What follows belongs to an exercise in optimizing a design on an open flow for a short achievable clock period and few clock cycles; a production flow would make more cautious choices. The RTL was checked by simulation tests, not by an equivalence proof against the original design.

== run 1 ==
// rv32i
module rv32i (
    input  wire        clk,
    input  wire        n_rst,
    input  wire [31:0] instruction,
    output wire [9:0]  pc,
    input  wire [31:0] d_in,
    output wire        wr_en,
    output wire [1:0]  mode,
    output wire [9:0]  wr_addr,
    output wire [9:0]  rd_addr,
    output wire [31:0] d_out
);
Size in the first run: roughly 5100 cells after synthesis, about 130 I/O pins, ~0.060 sq mm of cells after synthesis.
==> flow/config.mk <==
export PLATFORM = sky130hd
export DESIGN_NAME = rv32i
export DESIGN_NICKNAME = rv32i
export VERILOG_FILES = /design/flow/design.v
export SDC_FILE = /design/flow/constraint.sdc
export NUM_CORES = 4
export LEC_CHECK = 0
export ABC_CLOCK_PERIOD_IN_PS = 2500
export CAP_MARGIN = 20
export CORE_MARGIN = 2
export CORE_UTILIZATION = 40
export SETUP_SLACK_MARGIN = 5.0
export SLEW_MARGIN = 20
==> flow/constraint.sdc <==
create_clock -name core_clock -period 8.0 [get_ports {clk}]
set_input_delay 1.6000 -clock core_clock [delete_from_list [all_inputs] [get_ports {clk}]]
set_output_delay 1.6000 -clock core_clock [all_outputs]
set_load 0.01 [all_outputs]
run.sh (not shown) runs the stock make flow with config.mk's settings and CLKGATE_MAP_FILE= SYNTH_SCRIPT=/design/flow/synth_recipe.tcl, a recipe that flattens the netlist after the stock synthesis.
Testbench counts of run 1, summed over its fixed seeds: cycles 70,019.
Input changes introduced in run 2 (baseline for comparison: run 1):
- removing SETUP_SLACK_MARGIN (formerly 5.0)
- removing ABC_CLOCK_PERIOD_IN_PS (formerly 2500)
## What came out
Relative to run 1, the placed wire-length estimate measured on run 2 has decreased by a few percent. Diff run 1..run 2 | die area | unchanged. Summary: worst hold margin, run 2 better than run 1. Worst path buffer plus inverter count was higher in the run labelled run 1. Higher post-cts sizing count goes to run 1 over run 2.

---

Setup of rev 12:
rv32i, a different RTL version from the one above (not shown whole).
For scale: roughly 5,600 cells after synthesis, roughly 1,500 flip-flops, about 130 I/O pins, about 0.069 mm² of cells after synthesis.
// rv32i
module rv32i (
    input  wire        clk,
    input  wire        n_rst,
    input  wire [31:0] instruction,
    output wire [9:0]  pc,
    input  wire [31:0] d_in,
    output wire        wr_en,
    output wire [1:0]  mode,
    output wire [9:0]  wr_addr,
    output wire [9:0]  rd_addr,
    output wire [31:0] d_out
);
    reg  [9:0]  pc_r;
    reg  [9:0]  pc_o;        
    reg  [63:0] flip;        
    reg         br_E, jalrnf_E, auipc_E, load_E, store_E, wr_E;
    reg         pred_E, back_E;
    reg  [5:0]  idx_E;
    reg         beq_E, bne_E, blt_E, bge_E, bltu_E, bgeu_E;
    reg         r_sll_E, r_slt_E, r_sltu_E;
    reg         r_xor_E, r_srl_E, r_sra_E, r_or_E, r_and_E, r_pass_E;
    reg         g_ar_E, g_ot_E, g_slt_E;
    reg         sub_E, sgn_E;
    reg  [4:0]  rd_E;
    reg  [2:0]  f3_E;
    reg  [9:0]  alt_E;
    reg  [31:0] pass_E;
    reg  [31:0] a_rf_E, b_rf_E, s_rf_E, a_o_E, b_o_E, s_o_E;
    reg         wr_M, load_M, br_M, jalrnf_M;
    reg         pred_M, back_M, eq_M, ltx_M;
    reg         beq_M, bne_M, blt_M, bge_M;    
    reg  [5:0]  idx_M;
    reg  [9:0]  alt_M, addr_M;
    reg         ldb_M, ldh_M, ldw_M, lds_M;
    reg  [4:0]  rd_M;
    reg         g_ar_M, g_ot_M, g_slt_M;
    reg  [31:0] ar_M, ot_M;
    reg  [9:0]  rd_addr_r, wr_addr_r;
    reg  [1:0]  mode_r;
    reg         wr_en_r;
    reg  [31:0] d_out_r;
    assign pc      = pc_o;
    assign rd_addr = rd_addr_r;
    assign wr_addr = wr_addr_r;
    assign mode    = mode_r;
    assign wr_en   = wr_en_r;
    assign d_out   = d_out_r;
    wire [31:0] ld_val = ({32{ldb_M}} & {{24{lds_M & d_in[7]}},  d_in[7:0]})
                       | ({32{ldh_M}} & {{16{lds_M & d_in[15]}}, d_in[15:0]})
                       | ({32{ldw_M}} & d_in);
    wire [31:0] res_M = ({32{g_ar_M}} & ar_M)
                      | ({32{g_ot_M}} & ot_M)
                      | {31'd0, g_slt_M & ltx_M};
    wire [31:0] wd = load_M ? ld_val : res_M;
    wire taken = (beq_M & eq_M) | (bne_M & ~eq_M) | (blt_M & ltx_M) | (bge_M & ~ltx_M);
  ...
Settings: LEC_CHECK=0, ABC_CLOCK_PERIOD_IN_PS=2500, CAP_MARGIN=30, CORE_MARGIN=2, CORE_UTILIZATION=40, SETUP_SLACK_MARGIN=5.0, SLEW_MARGIN=30; clock period 8.0 ns.
Layout checks on rev 12: not met. Flow itself completed; violations: max-slew violations.
Testbench counts of rev 12, summed over its fixed seeds: cycles 70,183.
Here is what was changed in the inputs of rev 13 compared with rev 12.
--- a/flow/config.mk
+++ b/flow/config.mk
@@ -7,7 +7,7 @@
 export LEC_CHECK = 0
 export ABC_CLOCK_PERIOD_IN_PS = 2500
-export CAP_MARGIN = 30
+export CAP_MARGIN = 20
 export CORE_MARGIN = 2
 export CORE_UTILIZATION = 40
 export SETUP_SLACK_MARGIN = 5.0
-export SLEW_MARGIN = 30
+export SLEW_MARGIN = 20
Findings:
- Rev 13 -> stages 100% | layout checks FAIL | max-slew violations
- In rev 13, the sequential share of layout area came out 0.53 points above the value in rev 12.
- [rev 13 vs rev 12] fmax: higher in rev 13
- The lower via count came out of rev 13.
- Compare rev 13 and rev 12 | maximum vdd drop lower: rev 12
- Going from rev 12 to rev 13, fill cell instance count of the final layout picked up an extra about 1.2%; non-clock buffer count lost 29; critical path depth lost 2.

-- separate check: timing with driven ports --
The results above use ideal ports. As a check the final layouts listed here were re-extracted and re-timed, cells and wires unchanged.
Step 1 sets driving cells, clkbuf_16 on the clock port and buf_2 on the other inputs (assumed; they add their load-dependent delay and slew).
Step 2 also shifts input and output timing later by t, the mid clock arrival at the registers, as if the neighbouring blocks saw the same clock.
a / b / c = no drivers / after step 1 / after step 2; a / b = the first two.
run	t (ns)	setup WS [ns]	worst setup path after step 2	worst register clock-pin slew, ns
run 1	0.865	2.610 / 2.610 / 2.610	register to register	0.08 / 0.08
run 2	0.879	1.283 / 1.283 / 1.283	register to register	0.07 / 0.07
rev 12	0.908	4.502 / 4.502 / 3.843	input to register	0.07 / 0.07
rev 13	0.925	4.597 / 4.597 / 3.825	input to register	0.07 / 0.07
The setup slack of rev 13, which loses most, moves by 0.000 ns with the drivers and by -0.772 ns with both steps.
